This design comes from an exercise in tuning for small area on the open sky130 flow, not from production work. Only simulation tests tie the RTL to the original design; equivalence was not proved.

## CC
module CC(
    clk,
    rst_n,
    in_valid,
    mode,
    xi,
    yi,
    out_valid,
    xo,
    yo
);
Size: roughly 1600 cells after synthesis, about 100 flip-flops, roughly 38 I/O pins.
Settings: LEC_CHECK=0, CAP_MARGIN=20, CORE_MARGIN=2, CORE_UTILIZATION=50, CTS_BUF_LIST=sky130_fd_sc_hd__clkbuf_16, SLEW_MARGIN=20, SYNTH_HIERARCHICAL=1, SYNTH_MINIMUM_KEEP_SIZE=0; clock period 100.0 ns.
standard.sh (not shown) runs the stock make flow with config.mk's settings and CLKGATE_MAP_FILE= SYNTH_SCRIPT=/design/flow/synth_recipe.tcl, a recipe that flattens the netlist after the stock synthesis.
==> flow/flow/run.sh <==
#!/bin/bash
# Own layout flow: the standard synthesis and layout, with port buffers of the smallest buffer.
set -euo pipefail
bash standard.sh synth > synth.log 2>&1
bash standard.sh "BUFFER_PORTS_ARGS=-buffer_cell sky130_fd_sc_hd__buf_1" finish > finish.log 2>&1
Change:
--- a/flow/design.v
+++ b/flow/design.v
@@ -967,23 +967,23 @@
 cc_fa u_n1113 (.a(n1063), .b(n1061), .c(n1112), .s(n1113), .co(n1114));
 assign n1115 = ~n1066;
 cc_fa u_n1116 (.a(n1115), .b(n1064), .c(n1114), .s(n1116), .co(n1117));
 assign n1118 = ~n1117;
 cc_fa u_n1119 (.a(n1068), .b(n1067), .c(n1118), .s(n1119), .co(n1120));
 cc_fa u_n1121 (.a(n1071), .b(n1069), .c(n1120), .s(n1121), .co(n1122));
 assign n1123 = n901 ^ n1072;
 assign n1124 = n1123 ^ n1122;
 assign n1125 = m2 & QB[16];
-assign n1126 = m1 ? X[0] : n1125;
-assign n1127 = m1 ? X[1] : n1125;
-assign n1128 = m1 ? X[2] : n1125;
-assign n1129 = m1 ? X[3] : n1125;
-assign n1130 = m1 ? X[4] : n1125;
+assign n1126 = m1 ? RR[0] : n1125;
+assign n1127 = m1 ? RR[1] : n1125;
+assign n1128 = m1 ? RR[2] : n1125;
+assign n1129 = m1 ? RR[3] : n1125;
+assign n1130 = m1 ? RR[4] : n1125;
 assign n1131 = n776 ^ QB[0];
 assign n1132 = ~n776 | ~QB[0];
 assign n1133 = ~n1132;
 cc_fa u_n1134 (.a(n777), .b(QB[1]), .c(n1133), .s(n1134), .co(n1135));
 assign n1136 = ~n1073;
 cc_fa u_n1137 (.a(n1136), .b(QB[2]), .c(n1135), .s(n1137), .co(n1138));
 cc_fa u_n1139 (.a(n1077), .b(QB[3]), .c(n1138), .s(n1139), .co(n1140));
 cc_fa u_n1141 (.a(n1080), .b(QB[4]), .c(n1140), .s(n1141), .co(n1142));
 cc_fa u_n1143 (.a(n1083), .b(QB[5]), .c(n1142), .s(n1143), .co(n1144));
@@ -1080,21 +1080,21 @@
     end
     if (in1 & m1)      QA[12:0] <= {n713, n711, n709, n707, n705, n703, n701, n699, n697, n695, n693, n691, n689};
     else if (in3 & m0) QA[12:0] <= {{~n224, ~n223, ~n222, ~n221, ~n220}, {n219, n218, n217, n216, n215, n214, n213, n212}};
     if (in3 & m0)      QA[16:13] <= {{~n40}, {~n227, ~n226, ~n225}};
     if (t1 & m0)       QB <= {{~n40}, {~n227, ~n226, ~n225, ~n224, ~n223, ~n222, ~n221, ~n220}, {n219, n218, n217, n216, n215, n214, n213, n212}};
     else if ((in2 & m1) | (in3 & m2)) QB <= {~n1105, ~n1103, ~n1101, ~n1099, ~n1097, ~n1095, ~n1093, ~n1091, ~n1089, ~n1087, ~n1085, ~n1083, ~n1080, ~n1077, n1073, ~n777, ~n776};
     if (in2)       RL <= xi;
     else if (step) RL <= {n295, n292, n290, n288, n286, n284, n282, n280};
     if (in3)       RR <= xi;
+    else if (in2 & m1) RR <= {n1124, n1121, n1119, ~n1116, ~n1113, ~n1111, ~n1109, ~n1107};
     else if (step) RR <= {n363, n360, n358, n356, n354, n352, n350, n348};
-    if (in2 & m1)       X <= {n1124, n1121, n1119, ~n1116, ~n1113, ~n1111, ~n1109, ~n1107};
-    else if (t1 & m0)   X <= RL;
+    if (t1 & m0)        X <= RL;
     else if (t1)        X <= {~n1249, n1247, n1244, n1241, n1238, n1235, n1232, n1229} & {8{m2}};
     else if (step)      X <= {n295, n292, n290, n288, n286, n284, n282, n280};
     else                X <= {n376, n374, n372, n370, n368, n366, n364, ~X[0]};
     if (in2)            Y <= yi;
     else if (in3 & m1)  Y <= {6'd0, {n1185}, {n1186}};
     else if (t1 & m2)   Y <= {n1226, n1223, n1220, n1217, n1214, n1211, n1208, n1205};
     else                Y <= {n391, n389, n387, n385, n383, n381, n379, n377};
 end
 endmodule
=> The new run went through all stages and came out clean; critical path depth goes up by 1; area after synthesis stays flat; cell count goes down by 1.9%; cell area goes down by 0.38%; sequential share of layout area is about the same.

========
## violet
Another version of the RTL of CC (not shown whole).
Size in the first run: about 1600 cells after synthesis, roughly 100 flip-flops, roughly 38 I/O pins, about 0.016 sq mm of cells after synthesis.
==> flow/config.mk <==
export PLATFORM = sky130hd
export DESIGN_NAME = CC
export DESIGN_NICKNAME = CC
export VERILOG_FILES = /design/flow/design.v
export SDC_FILE = /design/flow/constraint.sdc
export NUM_CORES = 8
export LEC_CHECK = 0
export CAP_MARGIN = 20
export CORE_MARGIN = 2
export CORE_UTILIZATION = 50
export CTS_BUF_LIST = sky130_fd_sc_hd__clkbuf_4 sky130_fd_sc_hd__clkbuf_8
export SLEW_MARGIN = 20
export SYNTH_HIERARCHICAL = 1
export SYNTH_MINIMUM_KEEP_SIZE = 0
==> flow/constraint.sdc <==
create_clock -name core_clock -period 100.0 [get_ports {clk}]
set_input_delay 20.0000 -clock core_clock [delete_from_list [all_inputs] [get_ports {clk}]]
set_output_delay 20.0000 -clock core_clock [all_outputs]
set_load 0.01 [all_outputs]
run.sh (not shown) runs the stock make flow with config.mk's settings and CLKGATE_MAP_FILE= SYNTH_SCRIPT=/design/flow/synth_recipe.tcl, a recipe that flattens the netlist after the stock synthesis.
Stock flow here: none of the scripts above is used.
Here is what was changed in the inputs of garnet compared with violet.
diff --git a/flow/design.v b/flow/design.v
--- a/flow/design.v
+++ b/flow/design.v
@@ -1089,25 +1089,24 @@
     end
     if (in1 & m1)      QA[12:0] <= {~n733, ~n731, ~n729, ~n727, ~n725, ~n723, ~n721, ~n719, ~n717, ~n715, n712, n709, n707};
     else if (in3 & m0) QA[12:0] <= {{~n224, ~n223, ~n222, ~n221, ~n220}, {n219, n218, n217, n216, n215, n214, n213, n212}};
     if (in3 & m0)      QA[16:13] <= {{~n40}, {~n227, ~n226, ~n225}};
     if (t1 & m0)       QB <= {{~n40}, {~n227, ~n226, ~n225, ~n224, ~n223, ~n222, ~n221, ~n220}, {n219, n218, n217, n216, n215, n214, n213, n212}};
     else if ((in2 & m1) | (in3 & m2)) QB <= {~n1123, ~n1121, ~n1119, ~n1117, ~n1115, ~n1113, ~n1111, ~n1109, ~n1107, ~n1105, ~n1103, ~n1101, ~n1098, ~n1095, n1091, ~n797, ~n796};
     if (in2)       RL <= xi;
     else if (step) RL <= {n285, n282, n280, n278, n276, n274, n272, n270};
     if (in3)       RR <= xi;
     else if (step) RR <= {n343, n340, n338, n336, n334, n332, n330, n328};
     if (in2 & m1)       X <= {n1141, ~n1138, ~n1135, ~n1133, ~n1131, ~n1129, ~n1127, ~n1125};
-    else if (t1 & m1)   X <= 8'd0;
     else if (t1 & m0)   X <= RL;
-    else if (t1 & m2)   X <= {~n1264, n1262, n1259, n1256, n1253, n1250, n1247, n1244};
+    else if (t1)        X <= {~n1264, n1262, n1259, n1256, n1253, n1250, n1247, n1244} & {8{m2}};
     else if (step)      X <= {n285, n282, n280, n278, n276, n274, n272, n270};
     else                X <= {n356, n354, n352, n350, n348, n346, n344, ~X[0]};
     if (in2)            Y <= yi;
     else if (in3 & m1)  Y <= {6'd0, {n1200}, {n1201}};
     else if (t1 & m2)   Y <= {n1241, n1238, n1235, n1232, n1229, n1226, n1223, n1220};
     else if (step)      Y <= {n369, n367, n365, n363, n361, n359, n357, ~Y[0]};
 end
 endmodule
 module cc_fa(a, b, c, s, co);
 input a, b, c;
 output s, co;
Notes after the runs:
Comparing garnet and violet, the lower number of stages on the worst setup path is on garnet. Area after synthesis: violet vs garnet, no meaningful difference. STATUS minimum clock period: garnet wins against violet. garnet supports a higher top clock frequency than violet. Between garnet and violet, the area share of xor/xnor cells in the synthesized design figures differ only marginally. Average wire per standard cell is higher on violet.

==> re-timing with driven ports <==
The results above use ideal ports. As a check the final layouts listed here were re-extracted and re-timed, cells and wires unchanged.
Step 1 assumes that a clkbuf_16 drives the clock port and a buf_2 every other input.
Step 2 also shifts input and output timing later by t, the mid clock arrival at the registers, as if the neighbouring blocks saw the same clock.
Slacks: no drivers / after step 1 / after step 2; pairs: no drivers / after step 1.
run | t (ns) | slack for setup (ns) | pins driven straight from the clock port
the first run of note 1 | 0.408 | 54.837 / 54.859 / 54.450 | 1
the second run of note 1 | 0.413 | 55.447 / 55.466 / 55.053 | 1
violet | 0.453 | 55.532 / 55.541 / 55.088 | 1
garnet | 0.439 | 55.753 / 55.769 / 55.330 | 1
After both steps setup and hold are still met in every run listed. The setup slack of violet, which loses most, moves by +0.009 ns with the drivers and by -0.444 ns with both steps.
